From an optimization exercise on the open Yosys and OpenROAD flow, aimed at small area, a short achievable clock period and few clock cycles; shortcuts taken in it are not production practice. Only simulation tests tie the RTL to the original design; equivalence was not proved. Power and IR drop assume default switching activity.

Design mips_cpu, start of the top module:
module mips_cpu (
  input         clk,
  input         reset,
  output [31:0] imem_addr,
  input  [31:0] imem_rdata,
  output [31:0] dmem_addr,
  output [31:0] dmem_wdata,
  output        dmem_we,
  output        dmem_re,
  input  [31:0] dmem_rdata
);
Size: ~6900 cells after synthesis, ~160 I/O pins.
==> flow/config.mk <==
export PLATFORM = sky130hd
export DESIGN_NAME = mips_cpu
export DESIGN_NICKNAME = mips_cpu
export VERILOG_FILES = /design/flow/design.v
export SDC_FILE = /design/flow/constraint.sdc
export NUM_CORES = 4
export LEC_CHECK = 0
export CAP_MARGIN = 20
export CORE_MARGIN = 2
export CORE_UTILIZATION = 70
export CTS_CLUSTER_DIAMETER = 80
export CTS_CLUSTER_SIZE = 24
export SLEW_MARGIN = 20
export SYNTH_HIERARCHICAL = 1
==> flow/constraint.sdc <==
create_clock -name core_clock -period 11.5 [get_ports {clk}]
set_input_delay 2.3000 -clock core_clock [delete_from_list [all_inputs] [get_ports {clk}]]
set_output_delay 2.3000 -clock core_clock [all_outputs]
set_load 0.01 [all_outputs]
standard.sh (not shown) runs the stock make flow with config.mk's settings and CLKGATE_MAP_FILE= SYNTH_SCRIPT=/design/flow/synth_recipe.tcl, a recipe that flattens the netlist after the stock synthesis.
==> flow/flow/run.sh <==
#!/bin/bash
# The standard layout (the standard.sh: standard synthesis, floorplan,
# placement, CTS, routing) with two changes:
# - the buffers that placement puts on every input and output port are
#   buf_4 cells (the platform's MIN_BUF_CELL_AND_PORTS) rather than the
#   default choice;
# - repair_timing works to a setup margin of 8.0 ns, so that it improves
#   paths that already meet the clock period (the SDC is unchanged).
set -euo pipefail
export BUFFER_PORTS_ARGS="-buffer_cell sky130_fd_sc_hd__buf_4"
export SETUP_SLACK_MARGIN=8.0
bash standard.sh > standard_flow.log 2>&1
Testbench counts at the start, summed over its fixed seeds: cycles 64,223.
Then changed:
--- a/flow/flow/run.sh
+++ b/flow/flow/run.sh
@@ -5,8 +5,8 @@
 #   buf_4 cells (the platform's MIN_BUF_CELL_AND_PORTS) rather than the
 #   default choice;
-# - repair_timing works to a setup margin of 8.0 ns, so that it improves
+# - repair_timing works to a setup margin of 7.85 ns, so that it improves
 #   paths that already meet the clock period (the SDC is unchanged).
 set -euo pipefail
 export BUFFER_PORTS_ARGS="-buffer_cell sky130_fd_sc_hd__buf_4"
-export SETUP_SLACK_MARGIN=8.0
+export SETUP_SLACK_MARGIN=7.85
 bash standard.sh > standard_flow.log 2>&1
- CORE_UTILIZATION: 70 -> 60
Worst hold slack barely changes.
Global-route usage decreases by 6.9 points.
Cell area decreases by 2.2%.
Wire length decreases by 0.37%.
Synthesized area stays the same.
Power decreases by 1.8%.
Core utilization decreases by 13 points.
Then changed:
--- a/flow/flow/run.sh
+++ b/flow/flow/run.sh
@@ -5,8 +5,8 @@
 #   buf_4 cells (the platform's MIN_BUF_CELL_AND_PORTS) rather than the
 #   default choice;
-# - repair_timing works to a setup margin of 7.85 ns, so that it improves
+# - repair_timing works to a setup margin of 7.5 ns, so that it improves
 #   paths that already meet the clock period (the SDC is unchanged).
 set -euo pipefail
 export BUFFER_PORTS_ARGS="-buffer_cell sky130_fd_sc_hd__buf_4"
-export SETUP_SLACK_MARGIN=7.85
+export SETUP_SLACK_MARGIN=7.5
 bash standard.sh > standard_flow.log 2>&1
- CORE_UTILIZATION: 60 -> 40
- CTS_CLUSTER_DIAMETER: 80 -> default
- CTS_CLUSTER_SIZE: 24 -> default
Effect:
- The new run completed with no timing, DRC or antenna violations
- global-route usage fell by 15 points
- cell count rose by 11%
- maximum frequency fell by 5.5%
Then changed:
--- a/flow/flow/run.sh
+++ b/flow/flow/run.sh
@@ -5,8 +5,8 @@
 #   buf_4 cells (the platform's MIN_BUF_CELL_AND_PORTS) rather than the
 #   default choice;
-# - repair_timing works to a setup margin of 7.5 ns, so that it improves
+# - repair_timing works to a setup margin of 8.0 ns, so that it improves
 #   paths that already meet the clock period (the SDC is unchanged).
 set -euo pipefail
 export BUFFER_PORTS_ARGS="-buffer_cell sky130_fd_sc_hd__buf_4"
-export SETUP_SLACK_MARGIN=7.5
+export SETUP_SLACK_MARGIN=8.0
 bash standard.sh > standard_flow.log 2>&1
- CORE_UTILIZATION: 40 -> 60
- CTS_CLUSTER_DIAMETER: default -> 80
- CTS_CLUSTER_SIZE: default -> 24
After rerunning:
- wire length increases by 1.4%
- maximum frequency rose by 11%
- via count came out higher by 3.7%
Then changed:
- TNS_END_PERCENT: default -> 50
After rerunning:
- The new run went through all stages and came out clean
- worst hold slack is worse by 3.5 ps
- routed wire length grows slightly
- final cell count is higher slightly
- power climbs slightly
Then changed:
--- a/flow/flow/run.sh
+++ b/flow/flow/run.sh
@@ -5,8 +5,8 @@
 #   buf_4 cells (the platform's MIN_BUF_CELL_AND_PORTS) rather than the
 #   default choice;
-# - repair_timing works to a setup margin of 8.0 ns, so that it improves
+# - repair_timing works to a setup margin of 8.2 ns, so that it improves
 #   paths that already meet the clock period (the SDC is unchanged).
 set -euo pipefail
 export BUFFER_PORTS_ARGS="-buffer_cell sky130_fd_sc_hd__buf_4"
-export SETUP_SLACK_MARGIN=8.0
+export SETUP_SLACK_MARGIN=8.2
 bash standard.sh > standard_flow.log 2>&1
- TNS_END_PERCENT: 50 -> default
Result: Global-route usage is higher by 1.9 points; non-clock buffer count is higher by 215; sequential share of layout area is lower by 2.6 points; first-iteration DRC count is higher by 21%; final cell count is higher by 2.4%; cell area is higher by 6.4%.

mips_cpu again, from the RTL that the note above started with.
Settings: LEC_CHECK=0, CAP_MARGIN=20, CORE_MARGIN=2, CORE_UTILIZATION=40, CTS_CLUSTER_DIAMETER=80, CTS_CLUSTER_SIZE=24, SLEW_MARGIN=20, SYNTH_HIERARCHICAL=1; clock period 11.5 ns.
==> flow/flow/run.sh <==
#!/bin/bash
# The standard layout (the standard.sh: standard synthesis, floorplan,
# placement, CTS, routing) with two changes:
# - the buffers that placement puts on every input and output port are
#   buf_4 cells (the platform's MIN_BUF_CELL_AND_PORTS) rather than the
#   default choice;
# - repair_timing works to a setup margin of 7.85 ns, so that it improves
#   paths that already meet the clock period (the SDC is unchanged).
set -euo pipefail
export BUFFER_PORTS_ARGS="-buffer_cell sky130_fd_sc_hd__buf_4"
export SETUP_SLACK_MARGIN=7.85
bash standard.sh > standard_flow.log 2>&1
Testbench counts at the start, summed over its fixed seeds: cycles 64,223.
Next try:
--- a/flow/flow/run.sh
+++ b/flow/flow/run.sh
@@ -6,3 +6,3 @@
 #   default choice;
-# - repair_timing works to a setup margin of 7.85 ns, so that it improves
+# - repair_timing works to a setup margin of 8.0 ns, so that it improves
 #   paths that already meet the clock period (the SDC is unchanged).
@@ -10,3 +10,3 @@
 export BUFFER_PORTS_ARGS="-buffer_cell sky130_fd_sc_hd__buf_4"
-export SETUP_SLACK_MARGIN=7.85
+export SETUP_SLACK_MARGIN=8.0
 bash standard.sh > standard_flow.log 2>&1
Settings changed: CTS_CLUSTER_DIAMETER 80 to not set, CTS_CLUSTER_SIZE 24 to not set.
Worst setup slack improves by 0.0078 ns; final cell count rose by about 2.4%; total power came out higher by 12%; synthesized area is unchanged; cell area is higher by about 5%; worst hold slack is better by 0.0085 ns; clock skew shrinks by 0.011 ns; non-clock buffer count rose by 108; wire length shrinks by 0.79%.

## separate check: timing with driven ports
The flow's constraints put no driver on any port. The routed layouts listed below were extracted and timed again, unchanged, in two steps. Step 1 assumes that a clkbuf_16 drives the clock port and a buf_2 every other input. Step 2 adds t to the input delays and takes it off the output delays; t is the mean of the earliest and latest rising clock arrival at the registers after step 1. Input paths then give back, and output paths get back, about the clock's delay inside the block. a / b / c = ideal ports / drivers / drivers and shift; a / b = the first two.
run | t (ns) | setup WS [ns] | worst setup path at the end | worst slew at a driven data input, ns | cell pins on the clock port's net
the first run of note 1 | 0.801 | 7.834 / 7.814 / 7.074 | input to register | 0.10 | 1
the second run of note 1 | 0.820 | 7.738 / 7.738 / 7.025 | input to register | 0.11 | 1
the third run of note 1 | 0.897 | 7.521 / 7.436 / 6.770 | input to register | 0.09 | 1
the fourth run of note 1 | 0.827 | 7.918 / 7.850 / 7.124 | input to register | 0.09 | 1
the fifth run of note 1 | 0.839 | 7.815 / 7.739 / 7.055 | input to register | 0.10 | 1
the sixth run of note 1 | 0.837 | 7.844 / 7.803 / 7.113 | input to register | 0.08 | 1
the first run of note 2 | 0.851 | 7.789 / 7.755 / 7.131 | input to register | 0.09 | 1
the second run of note 2 | 0.897 | 7.797 / 7.717 / 7.163 | input to register | 0.11 | 1
After both steps setup and hold are still met in every run listed. For the fourth run of note 1, which loses most, drivers alone change the setup slack by -0.068 ns; drivers and shift together by -0.794 ns.
